Context: an optimization exercise on an open-source flow, tuned for small area and a short achievable clock period. The choices shown serve that exercise and are no tape-out recipe.
Function was checked by simulation only, so behaviour that the tests miss may differ from the original.

File: flow/design.v
module a_s(op_a, op_m, as, outp);
   parameter        NBITS = 6;
   input [NBITS:0]  op_a;
   input [NBITS:0]  op_m;
   input            as;
   output [NBITS:0] outp;
   reg [NBITS:0]    outp;
   always @(as or op_a or op_m)
   begin: adder_subt
      if (as == 1'b1)
         outp <= op_a + op_m;
      else
         outp <= op_a - op_m;
   end
endmodule
module div_nr_wsticky(A, B, Q, sticky);
   parameter             NBITS = 6;
   parameter             PBITS = 8;
   input [NBITS-1:0]     A;
   input [NBITS-1:0]     B;
   output [PBITS-1:0]    Q;
   output                sticky;
   parameter [NBITS-1:0] ZEROS = 0;
   reg [NBITS:0]         YY_in[0:PBITS];
   reg [PBITS-1:0]       QQ_in[0:PBITS];
   reg [NBITS:0]         m_cablesIn[0:PBITS];
   wire [NBITS:0]        m_cablesOut[0:PBITS];
   wire [PBITS:0]        a_or_s;
   wire [PBITS-1:0]      QQ;
   wire [NBITS-1:0]      YY;
   wire [NBITS-1:0]      XX;
   assign XX = A;
   assign YY = B;
   assign Q = QQ;
   assign a_or_s[0] = 1'b0;
   always @(*) m_cablesIn[0] <= {1'b0, XX};
   always @(*) YY_in[0] <= {1'b0, YY};
   generate
      begin : xhdl0
         genvar                I;
         for (I = 0; I <= PBITS - 1; I = I + 1)
         begin : divisor
            a_s #(NBITS) int_mod(.op_a(m_cablesIn[I]), .op_m(YY_in[I]), .as(a_or_s[I]), .outp(m_cablesOut[I]));
         end
      end
   endgenerate
   generate
      begin : xhdl1
         genvar                I;
         for (I = 0; I <= PBITS - 1; I = I + 1)
         begin : conex
            assign a_or_s[I + 1] = m_cablesOut[I][NBITS];
            always @(*) m_cablesIn[I + 1] <= {m_cablesOut[I][NBITS - 1:0], 1'b0};
            always @(*) YY_in[I + 1] <= YY_in[I];
            always @(*) QQ_in[I + 1][I] <= a_or_s[I + 1];
            if (I > 0)
            begin : rest
               always @(*) QQ_in[I + 1][I - 1:0] <= QQ_in[I][I - 1:0];
            end
         end
      end
   endgenerate
   generate
      begin : xhdl2
         genvar                I;
         for (I = 0; I <= PBITS - 1; I = I + 1)
         begin : quotient
            assign QQ[I] = (~QQ_in[PBITS][PBITS - 1 - I]);
         end
      end
   endgenerate
   assign sticky = (m_cablesOut[PBITS - 1] == ZEROS) ? 1'b0 : 
                   1'b1;
endmodule
module FP_div(FP_A, FP_B, clk, ce, FP_Z);
   parameter         K = 32;
   parameter         P = 24;
   parameter         E = 8;
   input [K-1:0]     FP_A;
   input [K-1:0]     FP_B;
   input             clk;
   input             ce;
   output [K-1:0]    FP_Z;
   reg [K-1:0]       FP_Z;
   parameter [K-1:0] ZEROS = 1'b0;
   parameter [K-1:0] ONES = 32'hffffffff;
   parameter [E-1:0] BIAS = {1'b0, ONES[E - 2:0]};
   parameter         PBITS = P + 3;
   reg [K-1:0]       A_int;
   reg [K-1:0]       B_int;
   reg [K-1:0]       FP_Z_int;
   wire [E-1:0]      exp_A;
   wire [E-1:0]      exp_B;
   wire [P-1:0]      frac_A;
   wire [P-1:0]      frac_B;
   wire              sign_A;
   wire              sign_B;
   wire              expA_FF;
   wire              expB_FF;
   wire              expA_Z;
   wire              expB_Z;
   wire              fracA_Z;
   wire              fracB_Z;
   wire [E:0]        exp_noBIAS;
   wire [E:0]        exp_Biased;
   wire [E:0]        exp_Biased_Norm;
   wire              isNaN_A;
   wire              isNaN_B;
   wire              isInf_A;
   wire              isInf_B;
   wire              isZero_A;
   wire              isZero_B;
   wire              isNaN;
   wire              isInf;
   wire              isZero;
   wire              sign;
   wire [PBITS-1:0]  frac_div;
   wire [PBITS-1:0]  frac_div_shifted;
   wire [PBITS-2:0]  fr_sh;
   wire [P-2:0]      frac_final;
   wire              underflow;
   wire              overflow;
   wire [E-1:0]      exp_final;
   wire              sticky_bit;
   wire              div_by_zero;
   always @(posedge clk)
      begin
         if (ce == 1'b1)
         begin
            A_int <= FP_A;
            B_int <= FP_B;
         end
      end
   assign sign_A = A_int[K - 1];
   assign sign_B = B_int[K - 1];
   assign exp_A = A_int[K - 2:K - E - 1];
   assign exp_B = B_int[K - 2:K - E - 1];
   assign frac_A = {1'b1, A_int[P - 2:0]};
   assign frac_B = {1'b1, B_int[P - 2:0]};
   assign expA_FF = (A_int[K - 2:K - E - 1] == ONES[K - 2:K - E - 1]) ? 1'b1 : 
                    1'b0;
   assign expB_FF = (B_int[K - 2:K - E - 1] == ONES[K - 2:K - E - 1]) ? 1'b1 : 
                    1'b0;
   assign expA_Z = (A_int[K - 2:K - E - 1] == ZEROS[K - 2:K - E - 1]) ? 1'b1 : 
                   1'b0;
   assign expB_Z = (B_int[K - 2:K - E - 1] == ZEROS[K - 2:K - E - 1]) ? 1'b1 : 
                   1'b0;
   assign fracA_Z = (A_int[P - 2:0] == ZEROS[P - 2:0]) ? 1'b1 : 
                    1'b0;
   assign fracB_Z = (B_int[P - 2:0] == ZEROS[P - 2:0]) ? 1'b1 : 
                    1'b0;
   assign isNaN_A = expA_FF & ((~fracA_Z));
   assign isNaN_B = expB_FF & ((~fracB_Z));
   assign isInf_A = expA_FF;
   assign isInf_B = expB_FF;
   assign isZero_A = expA_Z & fracA_Z;
   assign isZero_B = expB_Z & fracB_Z;
   assign div_by_zero = expB_Z;
   assign isNaN = isNaN_A | isNaN_B;
   assign isInf = isInf_A | isInf_B | div_by_zero;
   assign isZero = isZero_A & (~isZero_B);
   assign exp_noBIAS = ({1'b0, exp_A}) - ({1'b0, exp_B});
   assign exp_Biased = exp_noBIAS + ({1'b0, BIAS});
   assign sign = sign_A ^ sign_B;
   div_nr_wsticky #(P,PBITS) a_div(.A(frac_A), .B(frac_B), .Q(frac_div), .sticky(sticky_bit));
   assign frac_div_shifted = (frac_div[PBITS - 1] == 1'b0) ? {frac_div[PBITS - 2:0], 1'b0} : 
                             frac_div;
   assign exp_Biased_Norm = (frac_div[PBITS - 1] == 1'b0) ? exp_Biased - 1 : 
                            exp_Biased;
   assign exp_final = exp_Biased_Norm[E - 1:0];
   assign overflow = (((exp_Biased_Norm[E:E - 1] == 2'b10) | (exp_Biased_Norm[E:0] == {1'b0, ONES[E - 1:0]}))) ? 1'b1 : 
                     1'b0;
   assign underflow = (((exp_Biased_Norm[E:E - 1] == 2'b11) | (exp_Biased_Norm[E - 1:0] == ZEROS[E - 1:0]))) ? 1'b1 : 
                      1'b0;
   assign fr_sh = frac_div_shifted[PBITS - 2:0];
   assign frac_final = ((fr_sh[2] == 1'b1 & (sticky_bit == 1'b1 | fr_sh[0] == 1'b1 | fr_sh[1] == 1'b1))) ? fr_sh[PBITS - 2:PBITS - P] + 1 : 
                       (((sticky_bit == 1'b1) & (fr_sh[2:0] == 3'b100) & (fr_sh[3] == 1'b1))) ? fr_sh[PBITS - 2:PBITS - P] + 1 : 
                       fr_sh[PBITS - 2:PBITS - P];
   always @(sign or isNaN or isInf or isZero or exp_final or frac_final or underflow or overflow)
   begin: packing
      FP_Z_int[K - 1] <= sign;
      if (isNaN == 1'b1)
      begin
         FP_Z_int[K - 2:P - 1] <= ONES[E - 1:0];
         FP_Z_int[P - 2:0] <= {1'b1, ZEROS[P - 3:0]};
      end
      else if ((isInf == 1'b1) | (overflow == 1'b1))
      begin
         FP_Z_int[K - 2:P - 1] <= ONES[E - 1:0];
         FP_Z_int[P - 2:0] <= ZEROS[P - 2:0];
      end
      else if ((isZero == 1'b1) | (underflow == 1'b1))
      begin
         FP_Z_int[K - 2:P - 1] <= ZEROS[E - 1:0];
         FP_Z_int[P - 2:0] <= ZEROS[P - 2:0];
      end
      else
      begin
         FP_Z_int[K - 2:P - 1] <= exp_final;
         FP_Z_int[P - 2:0] <= frac_final;
      end
   end
   always @(posedge clk)
   begin: final_reg
      begin
         if (ce == 1'b1)
            FP_Z <= FP_Z_int;
      end
   end
endmodule
File: flow/config.mk
export PLATFORM = sky130hd
export DESIGN_NAME = FP_div
export DESIGN_NICKNAME = FP_div
export VERILOG_FILES = /design/flow/design.v
export SDC_FILE = /design/flow/constraint.sdc
export NUM_CORES = 4
export LEC_CHECK = 0
export CAP_MARGIN = 20
export CORE_MARGIN = 2
export CORE_UTILIZATION = 45
export PLACE_DENSITY = 0.6
export SLEW_MARGIN = 20
File: flow/run.sh
#!/bin/bash
# synth_recipe.tcl (not shown) runs the flow's synth.tcl, then flattens the netlist and writes it again
# the make line also repeats each setting of config.mk as NAME=value (left out here)
make -C /OpenROAD-flow-scripts/flow DESIGN_CONFIG=/design/flow/config.mk WORK_HOME=/design/flow/orfs CLKGATE_MAP_FILE= SYNTH_SCRIPT=/design/flow/synth_recipe.tcl finish
File: flow/constraint.sdc
create_clock -name core_clock -period 80.0 [get_ports {clk}]
set_input_delay 16.0000 -clock core_clock [delete_from_list [all_inputs] [get_ports {clk}]]
set_output_delay 16.0000 -clock core_clock [all_outputs]
set_load 0.01 [all_outputs]
==> metrics.md <==
| Metric | Value |
|---|---|
| Sequential area share after synthesis | 5.67% |
| Area of the core region | 112000 um2 |
| Height of the die | 340 um |
| Area of the die | 116000 um2 |
| Instance count along the most critical hold path | 1 |
| Crit-path slowest cell | a2111oi_0 |
| Unique cell type count in the Yosys netlist | roughly 110 |
| Cell occurring most often along the worst timing path | a21oi_1 |
| Setup clock skew after layout | 0.0317 ns |
| Vias after detailed routing | 49100 |
| Worst Tran Pin Value | 1.14 ns |
| Required time reported for the critical path endpoint | 80.26 ns |
| Type of the worst setup path | flip-flop to flip-flop |
| Initial antenna violation count | 8 |
| Cell family contributing the most delay on the critical path | compound AO/OA/AOI/OAI gates |
| Worst slew margin | ~24% |
| TritonCTS clock tree | done |
| Count of unresolved DRC violations after routing | 0 |
| Total of fill cells in the finished design | 11400 |
| Netlist area before placement | 50900 um2 |
| Number of pins with negative max-slew slack in the final report | 0 |
| Number of violations reported at the end of detailed-routing iteration 0 | 3444 |
| Final weighted congestion in routability-driven placement | roughly 0.93 |
| Number of enable-type register cells in the synthesized netlist | 96 |
| Layout Utilization | 48.4% |
| Clk buf depth | 2 |
| Maximum number of pins on one net before global-route repair | 55 |
| Total wire length | 164000 um |
| Worst slack on hold paths | roughly 0.57 ns |
| CP Max Fanout | 42 |
| Tightest Hold Check Type | flip-flop to flip-flop |
| Critical path buffer and inverter count | 16 |
| Clock root buffer master | clkbuf_16 |
| Synth Net Count | 8098 |
| Share of cells above drive strength 1 | ~3.6% |
| Drt via density | about 5.8 |
| Count of placed standard cells in the final layout, fillers left out | 8479 |
| Post-cts sizing count | 0 |
| Via count of the first global-routing pass | 46800 |
| Syn avg cell area | 7.37 um2 |
| Later-pin clock latency in the skew report | 0.42 ns |
| I/O Buffers | 97 |
| Final Cycle Share | between 80% and 90% |
| Number of warnings issued by yosys | 9 |
| Total iterations of the first detailed-routing run | 5 |
| Post-cts hold buffer count | 0 |
| Setup repair after global routing missed its margin | false |
| Total congestion overflow after global routing | 0 |
| HPWL after detailed placement | 128000 um |
| Count of placed standard cells including taps | 8461 |
| Synth area leader | ha_1 |
| Top cells by area in the synthesized netlist | ha_1 (27%), xnor2_1 (9.7%), nor2_1 (9.2%) |
| Result of the run | finished clean |
| Number of rows created at floorplan | about 120 |
| Data arrival, critical path | 68.89 ns |
| Max cap viols | 0 |
| Final setup viols | 0 |
| Path length in cells of the critical path | between 300 and 400 |
| Num Clock Sinks | 96 |
| PnR worst setup slack | 11.37 ns |
| Slowest Stage Delay on Critical Path | 0.69 ns |
| Nature of the critical path startpoint | flip-flop |
| Wire length of the first global-routing pass | approximately 260000 um |
| Capturing element type of the critical path | flip-flop |
| Final hold violation count | 0 |
| Die X-Extent | 340 um |
| Achievable frequency | roughly 15 MHz |
| Most common flop cell mapped by yosys | edfxtp_1 |
| Cell count after synthesis | ~7000 |
| Fraction of post-synthesis cell area in the top cell type by area | 27.1% |
| Clock-pin slew reported for the worst setup and hold paths after clock tree synthesis | 0.09 ns |
| Final Net Count | approximately 8200 |
| GR Util All Layers | between 20% and 30% |
| Setup slack at placement | 12.43 ns |
| Initial core utilization | 45.3% |
| Seq cells post-synth | 96 |
| Clock H-tree levels | 3 |
| Post-detailed-route count of antenna-violating nets | 0 |
| Synth async-reset ratio | 0% |
| FF-to-FF path depth | between 300 and 400 |
| Time the worst path needs with I/O delays and setup | 68.63 ns |
| Num CTS Buffers | 9 |
| Ports placed on the boundary | 98 |
| Detailed-route wire length per cell | 19.3 um |
| Number of buffers added for setup after CTS | 0 |
| Layout area overhead | 6.84% |
| Total Neg Setup Slack | 0 ns |
## sequential cells by signal, indices dropped and copies added, names as in the netlist
signal,cells
A_int,32
B_int,32
FP_Z,32
## worst paths after layout
path	start	end	slack (ns)
worst min-delay path	A_int[31]	FP_Z[31]	0.57
worst max register to register	B_int[10]	FP_Z[16]	11.37
worst max-delay path	B_int[10]	FP_Z[16]	11.37
worst min register to register	A_int[31]	FP_Z[31]	0.57
## metal layers
metal / part of all wire, % / GRT usage (%) / routed length [um]
met5: 0.0079 / 0 / 13
met4: 2.8 / 7.52 / 4520
met3: 5.4 / 3.03 / 8840
met2: 46 / 46.6 / 74700
met1: 46 / 36.5 / 75900
## final cells by class
| cell class | count | area [um2] | share of cell area [%] |
|---|---|---|---|
| Multi-Input combinational cell | 6290 | 46100 | 84.7 |
| Inverter | 363 | 1360 | 2.51 |
| Clock buffer | 9 | 225 | 0.414 |
| Timing Repair Buffer | 212 | 1840 | 3.39 |
| Antenna cell | 2 | 5.00 | 0.00921 |
| Tap cell | 1500 | 1880 | 3.45 |
| Clock inverter | 7 | 95.1 | 0.175 |
| Sequential cell | 96 | 2880 | 5.30 |
## Yosys cell counts, types with 22 or more instances
cell / count
a211oi_1: 34
a21o_1: 260
a21oi_1: 794
a221oi_1: 23
a31oi_1: 22
and2_1: 25
buf_2: 26
buf_4: 23
clkbuf_1: 79
edfxtp_1: 96
fa_1: 26
ha_1: 1100
inv_1: 360
mux2i_1: 265
nand2_1: 320
nand2b_1: 116
nand3_1: 55
nand3b_1: 33
nor2_1: 1243
nor2b_1: 69
nor3_1: 90
nor4_1: 38
o21a_1: 22
o21ai_0: 332
o21bai_1: 312
o22ai_1: 26
o31ai_1: 32
xnor2_1: 564
xor2_1: 110
## per-stage QoR
step	area (um2)
after global routing	54300
after floorplan	50900
final	54400
after CTS	54300
after global placement	54000
after detailed placement	54000
## cell usage in the layout (no fill, tap or decap), drive strengths merged, types with 69 or more instances in the layout
cell type / instances
mux2i: 277
nand2b: 116
nand2: 320
clkdlybuf4s50: 96
nor3: 90
inv: 365
o21bai: 312
o21ai: 342
a21o: 260
buf: 116
edfxtp: 96
nor2b: 69
xor2: 114
ha: 1100
nor2: 1244
xnor2: 579
a21oi: 794
## cells by family (layout without fill, tap and decap cells)
logic type / after synthesis / after routing / synth area share (%)
and+or+nand+nor: 2119 / 2119 / 18.3
AOI/OAI and AO/OA: 2064 / 2064 / 25.5
adders and majority gates: 1126 / 1126 / 28.1
xor gates and xnor gates: 693 / 693 / 12.3
buffers and inverters: 520 / 591 / 4.15
muxes: 288 / 288 / 5.95
DFF: 96 / 96 / 5.67
other: 0 / 2 / 0

[static timing again, ports no longer ideal]
The results above use ideal ports. As a check the final layout listed here was re-extracted and re-timed, cells and wires unchanged. Step 1 assumes that a clkbuf_16 drives the clock port and a buf_2 every other input. Step 2 moves the port delays by t, midway between the first and last clock arrival at a register: inputs arrive t later, outputs are due t later. That takes back most of the time a late clock gives input paths. Slacks: no drivers / after step 1 / after step 2; pairs: no drivers / after step 1.
shift t [ns]: 0.468
slack for setup (ns): 11.368 / 11.368 / 11.368
worst hold slack (ns): 0.574 / 0.574 / 0.574
slew at the worst register clock pin (ns): 0.11 / 0.11
worst slew at a driven data input, ns: 0.06
After both steps this run still meets setup and hold. For this run, drivers alone change the setup slack by 0.000 ns; drivers and shift together by 0.000 ns.
